This design comes from an exercise in tuning for a short achievable clock period and few clock cycles on the open sky130 flow, not from production work. The RTL was checked by simulation tests, not by an equivalence proof against the original design. Power figures rest on the tool's default switching activity, not on a simulated workload.

==> inputs of run Y <==
// tissue
module tissue #(
  parameter K = 4                  
) (
  input clk,
  input rst,
  input init,
  input cell_init_status_in,
  input [32:0] number_of_steps,
  input [7:0] flip_chance_in,
  input [7:0] cell_logic_inputs_in,
  input [7:0] cell_lfsr_seed_in,
  output reg done,
  output [89:0] cells
);
==> module tissue, before the edit <==
module tissue #(
  parameter K = 4                  
) (
  input clk,
  input rst,
  input init,
  input cell_init_status_in,
  input [32:0] number_of_steps,
  input [7:0] flip_chance_in,
  input [7:0] cell_logic_inputs_in,
  input [7:0] cell_lfsr_seed_in,
  output reg done,
  output [89:0] cells
);
  localparam W  = 30;
  localparam NC = 90;
  function [7:0] adv1(input [7:0] x);
    adv1 = {x[6:0], x[7] ^ x[5] ^ x[4] ^ x[3]};
  endfunction
  function le4(input [3:0] a, input [3:0] b);
    reg gt;
    begin
      gt = (a[3] & ~b[3]) |
           (~(a[3] ^ b[3]) & ((a[2] & ~b[2]) |
           (~(a[2] ^ b[2]) & ((a[1] & ~b[1]) |
           (~(a[1] ^ b[1]) & (a[0] & ~b[0]))))));
      le4 = ~gt;
    end
  endfunction
  function [7:0] utab(input [7:0] lg, input fa, input fb);
    utab = {fa ? lg[6] : lg[7], fb ? lg[7] : lg[6],
            fa ? lg[4] : lg[5], fb ? lg[5] : lg[4],
            fa ? lg[2] : lg[3], fb ? lg[3] : lg[2],
            fa ? lg[0] : lg[1], fb ? lg[1] : lg[0]};
  endfunction
  reg [NC-1:0]   is_r;
  reg [8*NC-1:0] ch_r;
  reg [8*NC-1:0] lg_r;
  reg [8*NC-1:0] sd_r;
  always @(posedge clk) begin
    if (init) begin
      is_r <= {is_r[NC-2:0], cell_init_status_in};
      ch_r <= {ch_r[8*NC-9:0], flip_chance_in};
      lg_r <= {lg_r[8*NC-9:0], cell_logic_inputs_in};
      sd_r <= {sd_r[8*NC-9:0], cell_lfsr_seed_in};
    end
  end
  reg        running;
  reg [32:0] rem;
  reg        big, eq, last;
  reg [K-1:1] sel;           
  wire       busy = running & ~done;
  function [K-1:1] onehot(input [32:0] x);
    integer q;
    begin
      for (q = 1; q < K; q = q + 1)
        onehot[q] = (q == K - 1) ? (x == K - 2 || x == K - 1) : (x == q - 1);
    end
  endfunction
  always @(posedge clk) begin
    if (rst) begin
      running <= 1'b1;
      done    <= 1'b0;
      rem     <= number_of_steps;
      big     <= (number_of_steps >= K);
      eq      <= (number_of_steps == K - 1);
      last    <= (number_of_steps <= K - 2);
      sel     <= onehot(number_of_steps);
    end else if (init) begin
      running <= 1'b0;
      done    <= 1'b0;
    end else if (busy) begin
      if (big) begin
        rem  <= rem - K;
        big  <= (rem >= 2*K);
        eq   <= (rem == 2*K - 1);
        last <= (rem <= 2*K - 2);
        sel  <= onehot(rem - K);
      end else if (eq) begin
        rem  <= 0;
        big  <= 1'b0;
        eq   <= 1'b0;
        last <= 1'b1;
        sel  <= onehot(0);
      end
      if (last) done <= 1'b1;
    end
  end
  reg [7:0]   lf   [0:NC-1];
  reg [7:0]   u0_r [0:NC-1];     
  reg [K-1:1] fa_r [0:NC-1];     
  reg [K-1:1] fb_r [0:NC-1];     
  genvar k, g;
  generate
    for (k = 0; k < NC; k = k + 1) begin : g_lf
      wire [7:0] seed_ld;
      if (k == 0) assign seed_ld = cell_lfsr_seed_in;
      else        assign seed_ld = sd_r[8*k-1 -: 8];
      wire [7:0] ch = ch_r[8*k+7 -: 8];
      wire [7:0] lg = lg_r[8*k+7 -: 8];
      wire [7:0] A [0:2*K];      
      wire [7:0] B [0:K];        
      assign A[0] = lf[k];
      assign B[0] = seed_ld;
      for (g = 0; g < 2*K; g = g + 1) begin : g_a
        assign A[g+1] = adv1(A[g]);
      end
      for (g = 0; g < K; g = g + 1) begin : g_b
        assign B[g+1] = adv1(B[g]);
      end
      wire [K-1:0] fa_k, fb_k, fa_e, fb_e, fa_s, fb_s;
      for (g = 0; g < K; g = g + 1) begin : g_f
        assign fa_k[g] = le4({A[K+g][2:0],   |A[K+g][7:3]},   ch[3:0]);
        assign fb_k[g] = le4({A[K+g][7:5],   |A[K+g][4:0]},   ch[7:4]);
        assign fa_e[g] = le4({A[K-1+g][2:0], |A[K-1+g][7:3]}, ch[3:0]);
        assign fb_e[g] = le4({A[K-1+g][7:5], |A[K-1+g][4:0]}, ch[7:4]);
        assign fa_s[g] = le4({B[g][2:0],     |B[g][7:3]},     ch[3:0]);
        assign fb_s[g] = le4({B[g][7:5],     |B[g][4:0]},     ch[7:4]);
      end
      wire [K-1:0] fa_r_n = eq ? fa_e : fa_k;
      wire [K-1:0] fb_r_n = eq ? fb_e : fb_k;
      wire [7:0]   u0_k = utab(lg, fa_k[0], fb_k[0]);
      wire [7:0]   u0_e = utab(lg, fa_e[0], fb_e[0]);
      wire [7:0]   u0_s = utab(lg, fa_s[0], fb_s[0]);
      always @(posedge clk) begin
        lf[k]   <= rst ? seed_ld : (eq ? A[K-1] : A[K]);
        u0_r[k] <= rst ? u0_s : (eq ? u0_e : u0_k);
        fa_r[k] <= rst ? fa_s[K-1:1] : fa_r_n[K-1:1];
        fb_r[k] <= rst ? fb_s[K-1:1] : fb_r_n[K-1:1];
      end
    end
  endgenerate
  reg  [NC-1:0] c_r;
  wire [NC-1:0] gen [0:K];
  assign gen[0] = c_r;
  generate
    for (g = 0; g < K; g = g + 1) begin : g_gen
      for (k = 0; k < NC; k = k + 1) begin : g_cell
        wire [7:0] u;
        if (g == 0) assign u = u0_r[k];
        else        assign u = utab(lg_r[8*k+7 -: 8], fa_r[k][g], fb_r[k][g]);
        wire cc = gen[g][k];
        wire l, r;
        if (k % W == 0)     assign l = 1'b0;
        else                assign l = gen[g][k-1];
        if (k % W == W - 1) assign r = 1'b0;
        else                assign r = gen[g][k+1];
        cell_logic lut (.c(cc), .l(l), .r(r), .u(u), .y(gen[g+1][k]));
      end
    end
  endgenerate
  reg [NC-1:0] part;
  integer j;
  always @* begin
    part = gen[1];
    for (j = 2; j < K; j = j + 1)
      if (sel[j]) part = gen[j];
  end
  wire take_k = ~rst & big;
  always @(posedge clk) c_r <= take_k ? gen[K] : (rst ? is_r : part);
  reg [NC-1:0] out_r;
  always @(posedge clk) if (busy & last) out_r <= part;
  assign cells = out_r;
endmodule
Settings: LEC_CHECK=0, CAP_MARGIN=20, CORE_MARGIN=2, CORE_UTILIZATION=45, PLACE_DENSITY=0.6, SETUP_SLACK_MARGIN=2.8, SLEW_MARGIN=20, SYNTH_HIERARCHICAL=1, SYNTH_MINIMUM_KEEP_SIZE=0; clock period 6.0 ns.
standard.sh (not shown) runs the stock make flow with config.mk's settings and CLKGATE_MAP_FILE= SYNTH_SCRIPT=/design/flow/synth_recipe.tcl, a recipe that flattens the netlist after the stock synthesis.
==> flow/flow/run.sh <==
#!/bin/bash
set -euo pipefail
echo 'export DONT_USE_CELLS += sky130_fd_sc_hd__mux4_1 sky130_fd_sc_hd__mux4_2 sky130_fd_sc_hd__mux4_4' >> config.mk
bash standard.sh > standard.log 2>&1
==> run X: changes against run Y <==
==> flow/design.v (replaced) <==
`timescale 1ns/1ns
module tissue #(
  parameter K = 3                  
) (
  input clk,
  input rst,
  input init,
  input cell_init_status_in,
  input [32:0] number_of_steps,
  input [7:0] flip_chance_in,
  input [7:0] cell_logic_inputs_in,
  input [7:0] cell_lfsr_seed_in,
  output reg done,
  output [89:0] cells
);
  localparam W  = 30;
  localparam NC = 90;
  function [7:0] adv1(input [7:0] x);
    adv1 = {x[6:0], x[7] ^ x[5] ^ x[4] ^ x[3]};
  endfunction
  function [7:0] utab(input [7:0] lg, input fa, input fb);
    utab = {fa ? lg[6] : lg[7], fb ? lg[7] : lg[6],
            fa ? lg[4] : lg[5], fb ? lg[5] : lg[4],
            fa ? lg[2] : lg[3], fb ? lg[3] : lg[2],
            fa ? lg[0] : lg[1], fb ? lg[1] : lg[0]};
  endfunction
  reg [NC-1:0]   is_r;
  reg [8*NC-1:0] ch_r;
  reg [8*NC-1:0] lg_r;
  reg [8*NC-1:0] sd_r;
  always @(posedge clk) begin
    if (init) begin
      is_r <= {is_r[NC-2:0], cell_init_status_in};
      ch_r <= {ch_r[8*NC-9:0], flip_chance_in};
      lg_r <= {lg_r[8*NC-9:0], cell_logic_inputs_in};
      sd_r <= {sd_r[8*NC-9:0], cell_lfsr_seed_in};
    end
  end
  reg        running;
  reg [32:0] rem;
  reg        last;         
  wire       busy = running & ~done;
  always @(posedge clk) begin
    if (rst) begin
      running <= 1'b1;
      done    <= 1'b0;
      rem     <= number_of_steps;
      last    <= (number_of_steps < K);
    end else if (init) begin
      running <= 1'b0;
      done    <= 1'b0;
    end else if (busy) begin
      rem     <= rem - K;
      last    <= (rem < 2*K);
      if (last) done <= 1'b1;
    end
  end
  wire [K-1:1] sel;
  genvar i;
  generate
    for (i = 1; i < K; i = i + 1) begin : g_sel
      assign sel[i] = (rem[3:0] == i-1);
    end
  endgenerate
  reg [7:0]   lf   [0:NC-1];
  reg [7:0]   u0_r [0:NC-1];     
  reg [K-1:1] fa_r [0:NC-1];     
  reg [K-1:1] fb_r [0:NC-1];     
  genvar k, g;
  generate
    for (k = 0; k < NC; k = k + 1) begin : g_lf
      wire [7:0] seed_ld;
      if (k == 0) assign seed_ld = cell_lfsr_seed_in;
      else        assign seed_ld = sd_r[8*k-1 -: 8];
      wire [7:0] ch = ch_r[8*k+7 -: 8];
      wire [7:0] lg = lg_r[8*k+7 -: 8];
      wire [7:0] A [0:2*K];      
      wire [7:0] B [0:K];        
      assign A[0] = lf[k];
      assign B[0] = seed_ld;
      for (g = 0; g < 2*K; g = g + 1) begin : g_a
        assign A[g+1] = adv1(A[g]);
      end
      for (g = 0; g < K; g = g + 1) begin : g_b
        assign B[g+1] = adv1(B[g]);
      end
      wire [K-1:0] fa_n, fb_n;
      for (g = 0; g < K; g = g + 1) begin : g_f
        wire [7:0] x = rst ? B[g] : A[K+g];
        wire [3:0] a = {x[2:0], |x[7:3]};
        wire [3:0] b = {x[7:5], |x[4:0]};
        assign fa_n[g] = (a <= ch[3:0]);
        assign fb_n[g] = (b <= ch[7:4]);
      end
      always @(posedge clk) begin
        if (rst | busy) begin
          lf[k]   <= rst ? seed_ld : A[K];
          u0_r[k] <= utab(lg, fa_n[0], fb_n[0]);
          fa_r[k] <= fa_n[K-1:1];
          fb_r[k] <= fb_n[K-1:1];
        end
      end
    end
  endgenerate
  reg  [NC-1:0] c_r;
  wire [NC-1:0] gen [0:K];
  assign gen[0] = c_r;
  generate
    for (g = 0; g < K; g = g + 1) begin : g_gen
      for (k = 0; k < NC; k = k + 1) begin : g_cell
        wire [7:0] u;
        if (g == 0) assign u = u0_r[k];
        else        assign u = utab(lg_r[8*k+7 -: 8], fa_r[k][g], fb_r[k][g]);
        wire cc = gen[g][k];
        wire l, r;
        if (k % W == 0)     assign l = 1'b0;
        else                assign l = gen[g][k-1];
        if (k % W == W - 1) assign r = 1'b0;
        else                assign r = gen[g][k+1];
        assign gen[g+1][k] = u[{cc, l, r}];
      end
    end
  endgenerate
  reg [NC-1:0] part;
  integer j;
  always @* begin
    part = gen[1];
    for (j = 2; j < K; j = j + 1)
      if (sel[j]) part = gen[j];
  end
  wire take_k = ~rst & busy & (~last | (rem[3:0] == K-1));
  wire [NC-1:0] alt = rst ? is_r : (busy ? part : c_r);
  always @(posedge clk) c_r <= take_k ? gen[K] : alt;
  assign cells = c_r;
endmodule
==> flow/run.sh (new file) <==
#!/bin/bash
# synth_recipe.tcl (not shown) runs the flow's synth.tcl, then flattens the netlist and writes it again
# the make line also repeats each setting of config.mk as NAME=value (left out here)
make -C /OpenROAD-flow-scripts/flow DESIGN_CONFIG=/design/flow/config.mk WORK_HOME=/design/flow/orfs CLKGATE_MAP_FILE= SYNTH_SCRIPT=/design/flow/synth_recipe.tcl finish
==> flow/config.mk (replaced) <==
export PLATFORM = sky130hd
export DESIGN_NAME = tissue
export DESIGN_NICKNAME = tissue
export VERILOG_FILES = /design/flow/design.v
export SDC_FILE = /design/flow/constraint.sdc
export NUM_CORES = 4
export LEC_CHECK = 0
export CAP_MARGIN = 20
export CORE_MARGIN = 2
export CORE_UTILIZATION = 45
export PLACE_DENSITY = 0.6
export SETUP_SLACK_MARGIN = 3.0
export SLEW_MARGIN = 20
removed: flow/flow/run.sh
removed: flow/standard.sh
==> run C: changes against run Y <==
==> flow/design.v (replaced) <==
`timescale 1ns/1ns
module tissue #(
  parameter K = 4                  
) (
  input clk,
  input rst,
  input init,
  input cell_init_status_in,
  input [32:0] number_of_steps,
  input [7:0] flip_chance_in,
  input [7:0] cell_logic_inputs_in,
  input [7:0] cell_lfsr_seed_in,
  output reg done,
  output [89:0] cells
);
  localparam W  = 30;
  localparam NC = 90;
  function [7:0] adv1(input [7:0] x);
    adv1 = {x[6:0], x[7] ^ x[5] ^ x[4] ^ x[3]};
  endfunction
  function [7:0] utab(input [7:0] lg, input fa, input fb);
    utab = {fa ? lg[6] : lg[7], fb ? lg[7] : lg[6],
            fa ? lg[4] : lg[5], fb ? lg[5] : lg[4],
            fa ? lg[2] : lg[3], fb ? lg[3] : lg[2],
            fa ? lg[0] : lg[1], fb ? lg[1] : lg[0]};
  endfunction
  reg [NC-1:0]   is_r;
  reg [8*NC-1:0] ch_r;
  reg [8*NC-1:0] lg_r;
  reg [8*NC-1:0] sd_r;
  always @(posedge clk) begin
    if (init) begin
      is_r <= {is_r[NC-2:0], cell_init_status_in};
      ch_r <= {ch_r[8*NC-9:0], flip_chance_in};
      lg_r <= {lg_r[8*NC-9:0], cell_logic_inputs_in};
      sd_r <= {sd_r[8*NC-9:0], cell_lfsr_seed_in};
    end
  end
  reg        running;
  reg [32:0] rem;
  reg        last;         
  wire       busy = running & ~done;
  always @(posedge clk) begin
    if (rst) begin
      running <= 1'b1;
      done    <= 1'b0;
      rem     <= number_of_steps;
      last    <= (number_of_steps < K);
    end else if (init) begin
      running <= 1'b0;
      done    <= 1'b0;
    end else if (busy) begin
      rem     <= rem - K;
      last    <= (rem < 2*K);
      if (last) done <= 1'b1;
    end
  end
  wire [K-1:1] sel;
  genvar i;
  generate
    for (i = 1; i < K; i = i + 1) begin : g_sel
      assign sel[i] = (rem[3:0] == i-1);
    end
  endgenerate
  reg [7:0]   lf   [0:NC-1];
  reg [7:0]   u0_r [0:NC-1];     
  reg [K-1:1] fa_r [0:NC-1];     
  reg [K-1:1] fb_r [0:NC-1];     
  genvar k, g;
  generate
    for (k = 0; k < NC; k = k + 1) begin : g_lf
      wire [7:0] seed_ld;
      if (k == 0) assign seed_ld = cell_lfsr_seed_in;
      else        assign seed_ld = sd_r[8*k-1 -: 8];
      wire [7:0] ch = ch_r[8*k+7 -: 8];
      wire [7:0] lg = lg_r[8*k+7 -: 8];
      wire [7:0] A [0:2*K];      
      wire [7:0] B [0:K];        
      assign A[0] = lf[k];
      assign B[0] = seed_ld;
      for (g = 0; g < 2*K; g = g + 1) begin : g_a
        assign A[g+1] = adv1(A[g]);
      end
      for (g = 0; g < K; g = g + 1) begin : g_b
        assign B[g+1] = adv1(B[g]);
      end
      wire [K-1:0] fa_n, fb_n;
      for (g = 0; g < K; g = g + 1) begin : g_f
        wire [7:0] x = rst ? B[g] : A[K+g];
        wire [3:0] a = {x[2:0], |x[7:3]};
        wire [3:0] b = {x[7:5], |x[4:0]};
        assign fa_n[g] = (a <= ch[3:0]);
        assign fb_n[g] = (b <= ch[7:4]);
      end
      always @(posedge clk) begin
        if (rst | busy) begin
          lf[k]   <= rst ? seed_ld : A[K];
          u0_r[k] <= utab(lg, fa_n[0], fb_n[0]);
          fa_r[k] <= fa_n[K-1:1];
          fb_r[k] <= fb_n[K-1:1];
        end
      end
    end
  endgenerate
  reg  [NC-1:0] c_r;
  wire [NC-1:0] gen [0:K];
  assign gen[0] = c_r;
  generate
    for (g = 0; g < K; g = g + 1) begin : g_gen
      for (k = 0; k < NC; k = k + 1) begin : g_cell
        wire [7:0] u;
        if (g == 0) assign u = u0_r[k];
        else        assign u = utab(lg_r[8*k+7 -: 8], fa_r[k][g], fb_r[k][g]);
        wire cc = gen[g][k];
        wire l, r;
        if (k % W == 0)     assign l = 1'b0;
        else                assign l = gen[g][k-1];
        if (k % W == W - 1) assign r = 1'b0;
        else                assign r = gen[g][k+1];
        assign gen[g+1][k] = u[{cc, l, r}];
      end
    end
  endgenerate
  reg [NC-1:0] part;
  integer j;
  always @* begin
    part = gen[1];
    for (j = 2; j < K; j = j + 1)
      if (sel[j]) part = gen[j];
  end
  wire take_k = ~rst & busy & (~last | (rem[3:0] == K-1));
  wire [NC-1:0] alt = rst ? is_r : (busy ? part : c_r);
  always @(posedge clk) c_r <= take_k ? gen[K] : alt;
  assign cells = c_r;
endmodule
==> flow/run.sh (new file) <==
#!/bin/bash
# synth_recipe.tcl (not shown) runs the flow's synth.tcl, then flattens the netlist and writes it again
# the make line also repeats each setting of config.mk as NAME=value (left out here)
make -C /OpenROAD-flow-scripts/flow DESIGN_CONFIG=/design/flow/config.mk WORK_HOME=/design/flow/orfs CLKGATE_MAP_FILE= SYNTH_SCRIPT=/design/flow/synth_recipe.tcl finish
==> flow/config.mk (replaced) <==
export PLATFORM = sky130hd
export DESIGN_NAME = tissue
export DESIGN_NICKNAME = tissue
export VERILOG_FILES = /design/flow/design.v
export SDC_FILE = /design/flow/constraint.sdc
export NUM_CORES = 4
export LEC_CHECK = 0
export CAP_MARGIN = 20
export CORE_MARGIN = 2
export CORE_UTILIZATION = 45
export PLACE_DENSITY = 0.6
export SETUP_SLACK_MARGIN = 2.5
export SLEW_MARGIN = 20
removed: flow/flow/run.sh
removed: flow/standard.sh
==> run F: changes against run Y <==
--- a/flow/design.v
+++ b/flow/design.v
@@ -8,11 +8,11 @@
 );
   assign y = u[{c, l, r}];
 endmodule
 `timescale 1ns/1ns
 module tissue #(
-  parameter K = 4                  
+  parameter K = 3                  
 ) (
   input clk,
   input rst,
   input init,
   input cell_init_status_in,
@@ -167,9 +167,12 @@
     for (j = 2; j < K; j = j + 1)
       if (sel[j]) part = gen[j];
   end
   wire take_k = ~rst & big;
   always @(posedge clk) c_r <= take_k ? gen[K] : (rst ? is_r : part);
+  wire         ld = busy & last;
+  reg [NC-1:0] hold_r;
   reg [NC-1:0] out_r;
-  always @(posedge clk) if (busy & last) out_r <= part;
+  always @(posedge clk) if (ld) hold_r <= part;
+  always @(posedge clk) out_r <= (part & {NC{ld}}) | (hold_r & {NC{~ld}});
   assign cells = out_r;
 endmodule
--- a/flow/config.mk
+++ b/flow/config.mk
@@ -7,10 +7,10 @@
 export LEC_CHECK = 0
 export CAP_MARGIN = 20
 export CORE_MARGIN = 2
 export CORE_UTILIZATION = 45
 export PLACE_DENSITY = 0.6
-export SETUP_SLACK_MARGIN = 2.8
+export SETUP_SLACK_MARGIN = 3.3
 export SLEW_MARGIN = 20
 export SYNTH_HIERARCHICAL = 1
 export SYNTH_MINIMUM_KEEP_SIZE = 0
 export DONT_USE_CELLS += sky130_fd_sc_hd__mux4_1 sky130_fd_sc_hd__mux4_2 sky130_fd_sc_hd__mux4_4
==> key figures <==
Status
  • Status: no timing/DRC/antenna violations

Synth
  • Synth warnings: 15

Pwr
  • Final Power: 157.3 mW

Finish
  • Finished Core Util: 52.85%
  • N_diodes: 22
  • Fin cells: 36160
  • Clock network area share: 5.327%

Setup path
  • Slowest stage delay, CP: 0.41 ns

Clock tree
  • Post-CTS setup buffer count: 416
The numbers above come from run F.

==> key figures <==
Setup path
  • Slowest stage delay, CP: 0.55 ns

Finish
  • N_diodes: 9
  • Fin cells: 30600
  • Finished Core Util: 52.92%
  • Clock buf count: 553
  • Clock network area share: 5.189%

Status
  • Status: no timing/DRC/antenna violations

Pwr
  • Final Power: 207.1 mW
The numbers above come from run C.

==> key figures <==
Synth
  • Part of the Yosys area used for sequential elements: 32.07%
  • Synth warnings: 15

Finish
  • N_diodes: 43
  • Clock network area share: 4.721%
  • Finished Core Util: 50.41%
  • Fin cells: 44680

Pwr
  • Sw power: 107.5 mW

Die
  • Core Area: 0.7779 mm2

Clock tree
  • Post-CTS setup buffer count: 409

Status
  • Status: no timing/DRC/antenna violations
The numbers above come from run Y.

==> key figures <==
Status
  • Status: no timing/DRC/antenna violations

Clock tree
  • Post-CTS setup buffer count: 977
  • Total CTS buffers: 461

Synth
  • Synth warnings: 5

Finish
  • N_diodes: 3
  • Clock network area share: 5.350%
  • Finished Core Util: 55.53%
  • Fin cells: 26910

Pwr
  • Final Power: 151.5 mW

Global routing
  • Largest net degree at the start of global routing: 159

Setup path
  • Critical path endpoint: c_r[81]
The numbers above come from run X.

Testbench counts of run Y, summed over its fixed seeds: cycles 11,010.
Testbench counts of run X, summed over its fixed seeds: cycles 13,412.
Testbench counts of run C, summed over its fixed seeds: cycles 10,992.
Testbench counts of run F, summed over its fixed seeds: cycles 13,440.

-- separate check: timing with driven ports --
The flow's constraints put no driver on any port. The routed layouts listed below were extracted and timed again, unchanged, in two steps.
Step 1 (the two cells are an assumption about what drives the block):
set clk [get_ports {clk}]
set_driving_cell -lib_cell sky130_fd_sc_hd__clkbuf_16 $clk
set_driving_cell -lib_cell sky130_fd_sc_hd__buf_2 [delete_from_list [all_inputs] $clk]
Step 2 times the ports against the registers' clock, not the clock port: input delays grow and output delays shrink by t, the midpoint of the rising clock arrivals with the driver on.
Three values: ideal ports, drivers, drivers and shift; two values: the first two.
run | t, ns | setup slack, ns | cell pins on the clock port's net
run Y | 1.241 | 2.547 / 2.406 / 1.643 | 1
run X | 1.142 | 2.251 / 2.186 / 1.044 | 1
run C | 1.158 | 1.397 / 1.397 / 1.121 | 1
run F | 1.212 | 3.179 / 3.051 / 1.997 | 1
After both steps every run listed still meets setup and hold. For run X, which loses most, drivers alone change the setup slack by -0.065 ns; drivers and shift together by -1.207 ns.
